This design comes from an exercise in tuning for small area, a short achievable clock period and few clock cycles per item on the open sky130 flow, not from production work.

==> inputs of ember <==
==> flow/design.v <==
module gift128(input  wire clk,
               input  wire [127:0] P,
               input  wire [127:0] K,
               input  wire ld,
               output wire [127:0] C,
               output wire done);
    localparam R = 3;     
    localparam M = 2;     
    reg  [127:0] state;
    reg  [127:0] roundkey;
    reg  [5:0]   rc;        
    reg          done_r;    
    function [127:0] perm_ark(input [127:0] s, input [127:0] w, input [5:0] c);
        reg [31:0] s0, s1, s2, s3, p0, p1, p2, p3;
        integer b;
        begin
            {s0, s1, s2, s3} = s;
            for (b = 0; b < 8; b = b + 1) begin
                p0[b +  0] = s0[4*b+0]; p0[b + 24] = s0[4*b+1]; p0[b + 16] = s0[4*b+2]; p0[b +  8] = s0[4*b+3];
                p1[b +  8] = s1[4*b+0]; p1[b +  0] = s1[4*b+1]; p1[b + 24] = s1[4*b+2]; p1[b + 16] = s1[4*b+3];
                p2[b + 16] = s2[4*b+0]; p2[b +  8] = s2[4*b+1]; p2[b +  0] = s2[4*b+2]; p2[b + 24] = s2[4*b+3];
                p3[b + 24] = s3[4*b+0]; p3[b + 16] = s3[4*b+1]; p3[b +  8] = s3[4*b+2]; p3[b +  0] = s3[4*b+3];
            end
            p2 = p2 ^ w[95:64];
            p1 = p1 ^ w[31:0];
            p3 = p3 ^ {1'b1, 25'h0, c};
            perm_ark = {p0, p1, p2, p3};
        end
    endfunction
    function [127:0] key_update(input [127:0] w);
        begin
            key_update = {w[17:16], w[31:18], w[11:0], w[15:12], w[127:32]};
        end
    endfunction
    function [5:0] rc_update(input [5:0] c);
        begin
            rc_update = {c[4:0], ~(c[5] ^ c[4])};
        end
    endfunction
    wire [127:0] st [0:R];
    wire [127:0] kw [0:R];
    wire [5:0]   cw [0:R];
    wire [127:0] st_in [0:R-1];
    wire [127:0] kw_in [0:R-1];
    wire [5:0]   cw_in [0:R-1];
    assign st[0] = state;
    assign kw[0] = roundkey;
    assign cw[0] = rc;
    genvar j;
    generate
        for (j = 0; j < R; j = j + 1) begin : rnd
            if (j == M) begin : mx
                assign st_in[j] = ld ? P : st[j];
                assign kw_in[j] = ld ? K : kw[j];
                assign cw_in[j] = ld ? 6'h01 : cw[j];
            end else begin : nomx
                assign st_in[j] = st[j];
                assign kw_in[j] = kw[j];
                assign cw_in[j] = cw[j];
            end
            wire [127:0] sb;
            gift_sbox_layer sbox (.a(st_in[j]), .y(sb));
            assign st[j+1] = perm_ark(sb, kw_in[j], cw_in[j]);
            assign kw[j+1] = key_update(kw_in[j]);
            assign cw[j+1] = rc_update(cw_in[j]);
        end
    endgenerate
    wire [5:0] rc_next = cw[R];
    always @(posedge clk) begin
        done_r <= (rc_next == 6'h34);    
        state    <= st[R];
        roundkey <= kw[R];
        rc       <= rc_next;
    end
    assign C    = state;
    assign done = done_r;
endmodule
module gift_sbox_layer(input wire [127:0] a, output wire [127:0] y);
    genvar i;
    generate
        for (i = 0; i < 32; i = i + 1) begin : nib
            gift_sbox sb (.s0(a[96+i]), .s1(a[64+i]), .s2(a[32+i]), .s3(a[i]),
                          .y0(y[96+i]), .y1(y[64+i]), .y2(y[32+i]), .y3(y[i]));
        end
    endgenerate
endmodule
module gift_sbox(input wire s0, input wire s1, input wire s2, input wire s3,
                 output wire y0, output wire y1, output wire y2, output wire y3);
    wire t1 = s1 ^ (s0 & s2);
    wire t0 = s0 ^ (t1 & s3);
    wire t2 = s2 ^ (t0 | t1);
    wire t3 = s3 ^ t2;
    wire u1 = t1 ^ t3;
    wire u2 = t2 ^ (t0 & u1);
    assign y0 = ~t3;
    assign y1 = u1;
    assign y2 = u2;
    assign y3 = t0;
endmodule
==> flow/flow/run.sh <==
#!/bin/bash
# The standard ORFS layout, with 1x port buffers instead of the default
# (clkdlybuf4s50_1) and, if flow/margin.txt exists, timing repair aimed that
# many ns below the clock period (setup margin). The make output goes to
# flow_std.log here; ORFS's per-step logs are under orfs/logs.
set -euo pipefail
ARGS=("BUFFER_PORTS_ARGS=-buffer_cell sky130_fd_sc_hd__buf_1")
if [[ -f flow/margin.txt ]]; then ARGS+=("SETUP_SLACK_MARGIN=$(cat flow/margin.txt)"); fi
bash standard.sh "${ARGS[@]}" finish > flow_std.log 2>&1
==> flow/flow/margin.txt <==
6.6
==> flow/standard.sh <==
#!/bin/bash
# synth_recipe.tcl (not shown) runs the flow's synth.tcl, then flattens the netlist and writes it again
# the make line also repeats each setting of config.mk as NAME=value (left out here)
make -C /OpenROAD-flow-scripts/flow DESIGN_CONFIG=/design/flow/config.mk WORK_HOME=/design/flow/orfs CLKGATE_MAP_FILE= SYNTH_SCRIPT=/design/flow/synth_recipe.tcl "${@:-finish}"
==> flow/config.mk <==
export PLATFORM = sky130hd
export DESIGN_NAME = gift128
export DESIGN_NICKNAME = gift128
export VERILOG_FILES = /design/flow/design.v
export SDC_FILE = /design/flow/constraint.sdc
export NUM_CORES = 4
export LEC_CHECK = 0
export CAP_MARGIN = 20
export CORE_MARGIN = 2
export CORE_UTILIZATION = 55
export CTS_CLUSTER_DIAMETER = 120
export CTS_CLUSTER_SIZE = 24
export SLEW_MARGIN = 20
export SYNTH_HIERARCHICAL = 1
==> flow/constraint.sdc <==
create_clock -name core_clock -period 10.0 [get_ports {clk}]
set_input_delay 2.0000 -clock core_clock [delete_from_list [all_inputs] [get_ports {clk}]]
set_output_delay 2.0000 -clock core_clock [all_outputs]
set_load 0.01 [all_outputs]
==> quartz: changes against ember <==
--- a/flow/design.v
+++ b/flow/design.v
@@ -6,3 +6,3 @@
                output wire done);
-    localparam R = 3;     
+    localparam R = 2;     
     localparam M = 2;     
@@ -67,7 +67,7 @@
     endgenerate
-    wire [5:0] rc_next = cw[R];
+    wire [5:0] rc_next = ld ? 6'h01 : cw[R];
     always @(posedge clk) begin
         done_r <= (rc_next == 6'h34);    
-        state    <= st[R];
-        roundkey <= kw[R];
+        state    <= ld ? P : st[R];
+        roundkey <= ld ? K : kw[R];
         rc       <= rc_next;
==> flow/flow/margin.txt (replaced) <==
6.8
--- a/flow/config.mk
+++ b/flow/config.mk
@@ -9,3 +9,3 @@
 export CORE_MARGIN = 2
-export CORE_UTILIZATION = 55
+export CORE_UTILIZATION = 40
 export CTS_CLUSTER_DIAMETER = 120
==> raven: changes against ember <==
--- a/flow/design.v
+++ b/flow/design.v
@@ -6,4 +6,4 @@
                output wire done);
-    localparam R = 3;     
-    localparam M = 2;     
+    localparam R = 4;     
+    localparam M = 4;     
     reg  [127:0] state;
@@ -67,7 +67,7 @@
     endgenerate
-    wire [5:0] rc_next = cw[R];
+    wire [5:0] rc_next = ld ? 6'h01 : cw[R];
     always @(posedge clk) begin
         done_r <= (rc_next == 6'h34);    
-        state    <= st[R];
-        roundkey <= kw[R];
+        state    <= ld ? P : st[R];
+        roundkey <= ld ? K : kw[R];
         rc       <= rc_next;
==> flow/flow/margin.txt (replaced) <==
6.0
--- a/flow/config.mk
+++ b/flow/config.mk
@@ -9,3 +9,3 @@
 export CORE_MARGIN = 2
-export CORE_UTILIZATION = 55
+export CORE_UTILIZATION = 40
 export CTS_CLUSTER_DIAMETER = 120
==> yarrow: changes against ember <==
==> flow/design.v, changed modules only <==
module gift128(input  wire clk,
               input  wire [127:0] P,
               input  wire [127:0] K,
               input  wire ld,
               output wire [127:0] C,
               output wire done);
    localparam R = 3;     
    localparam M = 2;     
    reg  [127:0] state;
    reg  [127:0] roundkey;
    reg  [5:0]   rc;        
    reg          done_r;    
    function [127:0] sub_cells(input [127:0] s);
        reg [31:0] s0, s1, s2, s3;
        begin
            {s0, s1, s2, s3} = s;
            s1 = s1 ^ (s0 & s2);
            s0 = s0 ^ (s1 & s3);
            s2 = s2 ^ (s0 | s1);
            s3 = s3 ^ s2;
            s1 = s1 ^ s3;
            s3 = ~s3;
            s2 = s2 ^ (s0 & s1);
            sub_cells = {s3, s1, s2, s0};
        end
    endfunction
    function [127:0] perm_ark(input [127:0] s, input [127:0] w, input [5:0] c);
        reg [31:0] s0, s1, s2, s3, p0, p1, p2, p3;
        integer b;
        begin
            {s0, s1, s2, s3} = s;
            for (b = 0; b < 8; b = b + 1) begin
                p0[b +  0] = s0[4*b+0]; p0[b + 24] = s0[4*b+1]; p0[b + 16] = s0[4*b+2]; p0[b +  8] = s0[4*b+3];
                p1[b +  8] = s1[4*b+0]; p1[b +  0] = s1[4*b+1]; p1[b + 24] = s1[4*b+2]; p1[b + 16] = s1[4*b+3];
                p2[b + 16] = s2[4*b+0]; p2[b +  8] = s2[4*b+1]; p2[b +  0] = s2[4*b+2]; p2[b + 24] = s2[4*b+3];
                p3[b + 24] = s3[4*b+0]; p3[b + 16] = s3[4*b+1]; p3[b +  8] = s3[4*b+2]; p3[b +  0] = s3[4*b+3];
            end
            p2 = p2 ^ w[95:64];
            p1 = p1 ^ w[31:0];
            p3 = p3 ^ {1'b1, 25'h0, c};
            perm_ark = {p0, p1, p2, p3};
        end
    endfunction
    function [127:0] key_update(input [127:0] w);
        begin
            key_update = {w[17:16], w[31:18], w[11:0], w[15:12], w[127:32]};
        end
    endfunction
    function [5:0] rc_update(input [5:0] c);
        begin
            rc_update = {c[4:0], ~(c[5] ^ c[4])};
        end
    endfunction
    wire [127:0] st [0:R];
    wire [127:0] kw [0:R];
    wire [5:0]   cw [0:R];
    wire [127:0] st_in [0:R-1];
    wire [127:0] kw_in [0:R-1];
    wire [5:0]   cw_in [0:R-1];
    assign st[0] = state;
    assign kw[0] = roundkey;
    assign cw[0] = rc;
    genvar j;
    generate
        for (j = 0; j < R; j = j + 1) begin : rnd
            if (j == M) begin : mx
                assign st_in[j] = ld ? P : st[j];
                assign kw_in[j] = ld ? K : kw[j];
                assign cw_in[j] = ld ? 6'h01 : cw[j];
            end else begin : nomx
                assign st_in[j] = st[j];
                assign kw_in[j] = kw[j];
                assign cw_in[j] = cw[j];
            end
            assign st[j+1] = perm_ark(sub_cells(st_in[j]), kw_in[j], cw_in[j]);
            assign kw[j+1] = key_update(kw_in[j]);
            assign cw[j+1] = rc_update(cw_in[j]);
        end
    endgenerate
    wire [5:0] rc_next = cw[R];
    always @(posedge clk) begin
        done_r <= (rc_next == 6'h34);    
        state    <= st[R];
        roundkey <= kw[R];
        rc       <= rc_next;
    end
    assign C    = state;
    assign done = done_r;
endmodule
// module gift_sbox_layer removed
// module gift_sbox removed
==> flow/flow/margin.txt (replaced) <==
6.7
--- a/flow/config.mk
+++ b/flow/config.mk
@@ -9,6 +9,3 @@
 export CORE_MARGIN = 2
-export CORE_UTILIZATION = 55
-export CTS_CLUSTER_DIAMETER = 120
-export CTS_CLUSTER_SIZE = 24
+export CORE_UTILIZATION = 40
 export SLEW_MARGIN = 20
-export SYNTH_HIERARCHICAL = 1
==> notes.md <==
In yarrow the die area is higher than in ember, by about 47%.
The highest synthesized cell count belongs to raven, the lowest to quartz.
The lowest cell area belongs to quartz, the highest to raven.
In quartz the clock-buffer cell count is lower than in yarrow, by 31.
Against quartz, the final cell count of ember is larger by about 17%.
Clock skew: ember < quartz < yarrow < raven.
The highest worst setup slack belongs to quartz, the lowest to raven.
Of ember and yarrow, yarrow has the higher wire length (gap 24%, measured against yarrow).
Sequential share of layout area: ember is lower than quartz (5.3 points).
==> figures <==
Mux cell area share after synthesis: yarrow 12.36%; ember 20.16%; raven 20.88%; quartz 23.65%
Clk tree area frac: yarrow 4.866%; ember 1.737%; raven 1.755%; quartz 2.267%
Outcome: yarrow timing/DRC/antenna clean; ember timing/DRC/antenna clean; raven timing/DRC/antenna clean; quartz timing/DRC/antenna clean
Inverters, non-clock: yarrow 39; ember 3; raven 3; quartz 1
Fraction of layout instances using a drive strength above 1: yarrow 19.33%; ember 10.89%; raven 24.31%; quartz 17.21%
Syn Area/Cell: yarrow 8.577 sq um; ember 8.661 sq um; raven 8.448 sq um; quartz 9.500 sq um
Met3 layer wire length in the routed design: yarrow 7832 microns; ember 5562 microns; raven 9880 microns; quartz 2827 microns
Pin slew with the least headroom to its limit: yarrow 1023 ps; ember 920.1 ps; raven 1011 ps; quartz 831.4 ps
DRT met1 WL: yarrow 40,280 microns; ember 29,810 microns; raven 39,950 microns; quartz 25,190 microns
Unrepaired setup endpoints after global routing: yarrow yes; ember no; raven yes; quartz no
Most frequently used cell type in the post-synthesis netlist: yarrow sky130_fd_sc_hd__xnor2_1; ember sky130_fd_sc_hd__xnor2_1; raven sky130_fd_sc_hd__xnor2_1; quartz -
Part of the Yosys area used for sequential elements: yarrow 24.66%; ember 26.50%; raven 21.89%; quartz 31.89%
Placed Cells: yarrow 3,499; ember 3,012; raven 3,838; quartz 2,558
Fin cells: yarrow 3,604; ember 3,032; raven 3,996; quartz 2,587
Iteration-0 DRC count of the detailed router: yarrow 2,204; ember 1,660; raven 2,538; quartz 803
Compound-cell area share of the yosys netlist: yarrow 19.08%; ember 12.67%; raven 13.46%; quartz 10.88%
Width of the chip: yarrow 235.0 microns; ember 194.1 microns; raven 249.2 microns; quartz 207.2 microns
Function was not checked in any run of this note: the RTL went through the layout flow alone.

---

==> inputs of delta <==
RTL: the design.v shown in full above, as it stands there.
clock: 10.0 ns
lec_check: 0
cap_margin: 20
core_margin: 2
core_utilization: 55
cts_cluster_diameter: 120
cts_cluster_size: 24
slew_margin: 20
synth_hierarchical: 1
standard.sh (not shown) runs the stock make flow with config.mk's settings and CLKGATE_MAP_FILE= SYNTH_SCRIPT=/design/flow/synth_recipe.tcl, a recipe that flattens the netlist after the stock synthesis.
==> flow/flow/run.sh <==
#!/bin/bash
# The standard ORFS layout, with 1x port buffers instead of the default
# (clkdlybuf4s50_1) and, if flow/margin.txt exists, timing repair aimed that
# many ns below the clock period (setup margin). The make output goes to
# flow_std.log here; ORFS's per-step logs are under orfs/logs.
set -euo pipefail
ARGS=("BUFFER_PORTS_ARGS=-buffer_cell sky130_fd_sc_hd__buf_1")
if [[ -f flow/margin.txt ]]; then ARGS+=("SETUP_SLACK_MARGIN=$(cat flow/margin.txt)"); fi
bash standard.sh "${ARGS[@]}" finish > flow_std.log 2>&1
==> flow/flow/margin.txt <==
6.8
==> inputs of juniper, as changes to delta <==
--- a/flow/design.v
+++ b/flow/design.v
@@ -5,10 +5,23 @@
                output wire [127:0] C,
                output wire done);
-    localparam R = 3;     
-    localparam M = 2;     
+    localparam R = 4;     
+    localparam M = 4;     
     reg  [127:0] state;
     reg  [127:0] roundkey;
     reg  [5:0]   rc;        
-    reg          done_r;    
+    function [127:0] sub_cells(input [127:0] s);
+        reg [31:0] s0, s1, s2, s3;
+        begin
+            {s0, s1, s2, s3} = s;
+            s1 = s1 ^ (s0 & s2);
+            s0 = s0 ^ (s1 & s3);
+            s2 = s2 ^ (s0 | s1);
+            s3 = s3 ^ s2;
+            s1 = s1 ^ s3;
+            s3 = ~s3;
+            s2 = s2 ^ (s0 & s1);
+            sub_cells = {s3, s1, s2, s0};
+        end
+    endfunction
     function [127:0] perm_ark(input [127:0] s, input [127:0] w, input [5:0] c);
         reg [31:0] s0, s1, s2, s3, p0, p1, p2, p3;
@@ -59,41 +72,15 @@
                 assign cw_in[j] = cw[j];
             end
-            wire [127:0] sb;
-            gift_sbox_layer sbox (.a(st_in[j]), .y(sb));
-            assign st[j+1] = perm_ark(sb, kw_in[j], cw_in[j]);
+            assign st[j+1] = perm_ark(sub_cells(st_in[j]), kw_in[j], cw_in[j]);
             assign kw[j+1] = key_update(kw_in[j]);
             assign cw[j+1] = rc_update(cw_in[j]);
         end
     endgenerate
-    wire [5:0] rc_next = cw[R];
     always @(posedge clk) begin
-        done_r <= (rc_next == 6'h34);    
-        state    <= st[R];
-        roundkey <= kw[R];
-        rc       <= rc_next;
+        state    <= ld ? P : st[R];
+        roundkey <= ld ? K : kw[R];
+        rc       <= ld ? 6'h01 : cw[R];
     end
     assign C    = state;
-    assign done = done_r;
+    assign done = (rc == 6'h34);    
 endmodule
-module gift_sbox_layer(input wire [127:0] a, output wire [127:0] y);
-    genvar i;
-    generate
-        for (i = 0; i < 32; i = i + 1) begin : nib
-            gift_sbox sb (.s0(a[96+i]), .s1(a[64+i]), .s2(a[32+i]), .s3(a[i]),
-                          .y0(y[96+i]), .y1(y[64+i]), .y2(y[32+i]), .y3(y[i]));
-        end
-    endgenerate
-endmodule
-module gift_sbox(input wire s0, input wire s1, input wire s2, input wire s3,
-                 output wire y0, output wire y1, output wire y2, output wire y3);
-    wire t1 = s1 ^ (s0 & s2);
-    wire t0 = s0 ^ (t1 & s3);
-    wire t2 = s2 ^ (t0 | t1);
-    wire t3 = s3 ^ t2;
-    wire u1 = t1 ^ t3;
-    wire u2 = t2 ^ (t0 & u1);
-    assign y0 = ~t3;
-    assign y1 = u1;
-    assign y2 = u2;
-    assign y3 = t0;
-endmodule
==> flow/run.sh (new file) <==
#!/bin/bash
# synth_recipe.tcl (not shown) runs the flow's synth.tcl, then flattens the netlist and writes it again
# the make line also repeats each setting of config.mk as NAME=value (left out here)
make -C /OpenROAD-flow-scripts/flow DESIGN_CONFIG=/design/flow/config.mk WORK_HOME=/design/flow/orfs CLKGATE_MAP_FILE= SYNTH_SCRIPT=/design/flow/synth_recipe.tcl finish
--- a/flow/config.mk
+++ b/flow/config.mk
@@ -8,7 +8,5 @@
 export CAP_MARGIN = 20
 export CORE_MARGIN = 2
-export CORE_UTILIZATION = 55
-export CTS_CLUSTER_DIAMETER = 120
-export CTS_CLUSTER_SIZE = 24
+export CORE_UTILIZATION = 40
+export SETUP_SLACK_MARGIN = 5
 export SLEW_MARGIN = 20
-export SYNTH_HIERARCHICAL = 1
removed: flow/flow/run.sh
removed: flow/flow/margin.txt
removed: flow/standard.sh
==> inputs of fjord, as changes to delta <==
==> flow/design.v (replaced) <==
module gift128(input  wire clk,
               input  wire [127:0] P,
               input  wire [127:0] K,
               input  wire ld,
               output wire [127:0] C,
               output wire done);
    localparam R = 5;
    reg  [127:0] state;
    reg  [127:0] roundkey;
    reg  [5:0]   rc;       
    function [127:0] gift_round(input [127:0] s, input [127:0] w, input [5:0] c);
        reg [31:0] s0, s1, s2, s3, t, p0, p1, p2, p3;
        integer b;
        begin
            {s0, s1, s2, s3} = s;
            s1 = s1 ^ (s0 & s2);
            s0 = s0 ^ (s1 & s3);
            s2 = s2 ^ (s0 | s1);
            s3 = s3 ^ s2;
            s1 = s1 ^ s3;
            s3 = ~s3;
            s2 = s2 ^ (s0 & s1);
            t = s0; s0 = s3; s3 = t;
            for (b = 0; b < 8; b = b + 1) begin
                p0[b +  0] = s0[4*b+0]; p0[b + 24] = s0[4*b+1]; p0[b + 16] = s0[4*b+2]; p0[b +  8] = s0[4*b+3];
                p1[b +  8] = s1[4*b+0]; p1[b +  0] = s1[4*b+1]; p1[b + 24] = s1[4*b+2]; p1[b + 16] = s1[4*b+3];
                p2[b + 16] = s2[4*b+0]; p2[b +  8] = s2[4*b+1]; p2[b +  0] = s2[4*b+2]; p2[b + 24] = s2[4*b+3];
                p3[b + 24] = s3[4*b+0]; p3[b + 16] = s3[4*b+1]; p3[b +  8] = s3[4*b+2]; p3[b +  0] = s3[4*b+3];
            end
            p2 = p2 ^ w[95:64];
            p1 = p1 ^ w[31:0];
            p3 = p3 ^ {1'b1, 25'h0, c};
            gift_round = {p0, p1, p2, p3};
        end
    endfunction
    function [127:0] key_update(input [127:0] w);
        begin
            key_update = {w[17:16], w[31:18], w[11:0], w[15:12], w[127:32]};
        end
    endfunction
    function [5:0] rc_update(input [5:0] c);
        begin
            rc_update = {c[4:0], ~(c[5] ^ c[4])};
        end
    endfunction
    wire [127:0] st [0:R];
    wire [127:0] kw [0:R];
    wire [5:0]   cw [0:R];
    assign st[0] = state;
    assign kw[0] = roundkey;
    assign cw[0] = rc;
    genvar j;
    generate
        for (j = 0; j < R; j = j + 1) begin : rnd
            assign st[j+1] = gift_round(st[j], kw[j], cw[j]);
            assign kw[j+1] = key_update(kw[j]);
            assign cw[j+1] = rc_update(cw[j]);
        end
    endgenerate
    always @(posedge clk) begin
        state    <= ld ? P : st[R];
        roundkey <= ld ? K : kw[R];
        rc       <= ld ? 6'h01 : cw[R];
    end
    assign C    = state;
    assign done = (rc == 6'h34);    
endmodule
==> flow/run.sh (new file) <==
#!/bin/bash
# synth_recipe.tcl (not shown) runs the flow's synth.tcl, then flattens the netlist and writes it again
# the make line also repeats each setting of config.mk as NAME=value (left out here)
make -C /OpenROAD-flow-scripts/flow DESIGN_CONFIG=/design/flow/config.mk WORK_HOME=/design/flow/orfs CLKGATE_MAP_FILE= SYNTH_SCRIPT=/design/flow/synth_recipe.tcl finish
--- a/flow/config.mk
+++ b/flow/config.mk
@@ -8,7 +8,4 @@
 export CAP_MARGIN = 20
 export CORE_MARGIN = 2
-export CORE_UTILIZATION = 55
-export CTS_CLUSTER_DIAMETER = 120
-export CTS_CLUSTER_SIZE = 24
+export CORE_UTILIZATION = 40
 export SLEW_MARGIN = 20
-export SYNTH_HIERARCHICAL = 1
removed: flow/flow/run.sh
removed: flow/flow/margin.txt
removed: flow/standard.sh
==> comparison <==
- fjord went through all stages and came out clean. juniper went through all stages and came out clean. delta passed the timing, design-rule and antenna checks.
- Worst hold slack: fjord is better than juniper (0.12 ns).
- The lowest worst setup slack belongs to fjord, the highest to delta.
- Of juniper and fjord, fjord has the higher die area (gap 20%, measured against fjord).
- Sequential share of layout area, lowest first: fjord, juniper, delta.
Function was not checked in any run of this note: the RTL went through the layout flow alone.

what the ideal ports hide:
The results above use ideal ports. As a check the final layouts listed here were re-extracted and re-timed, cells and wires unchanged. Step 1: set_driving_cell puts a clkbuf_16 on clk and a buf_2 on each other input, an assumption about the parent block. Step 2 times the ports against the registers' clock, not the clock port: input delays grow and output delays shrink by t, the midpoint of the rising clock arrivals with the driver on. Slacks: ideal ports / drivers / drivers and shift; pairs: ideal ports / drivers.
run	t (ns)	slack for setup (ns)	hold WS [ns]	clock arrival spread, ns	worst register clock-pin slew, ns
ember	0.569	6.649 / 6.589 / 6.020	0.518 / 0.518 / 0.518	0.016 / 0.016	0.12 / 0.12
quartz	0.566	6.827 / 6.772 / 6.325	0.515 / 0.515 / 0.515	0.017 / 0.016	0.10 / 0.10
raven	0.607	6.042 / 6.042 / 6.008	0.616 / 0.616 / 0.616	0.044 / 0.043	0.12 / 0.12
yarrow	0.616	6.555 / 6.423 / 5.807	0.507 / 0.507 / 0.507	0.020 / 0.020	0.07 / 0.07
delta	0.573	6.809 / 6.756 / 6.201	0.492 / 0.492 / 0.492	0.024 / 0.024	0.11 / 0.11
juniper	0.631	5.007 / 5.007 / 5.007	0.542 / 0.542 / 0.542	0.025 / 0.025	0.07 / 0.07
fjord	0.640	3.623 / 3.623 / 3.623	0.665 / 0.665 / 0.665	0.028 / 0.028	0.07 / 0.07
After both steps setup and hold are still met in every run listed. The setup slack of yarrow, which loses most, moves by -0.132 ns with the drivers and by -0.748 ns with both steps.
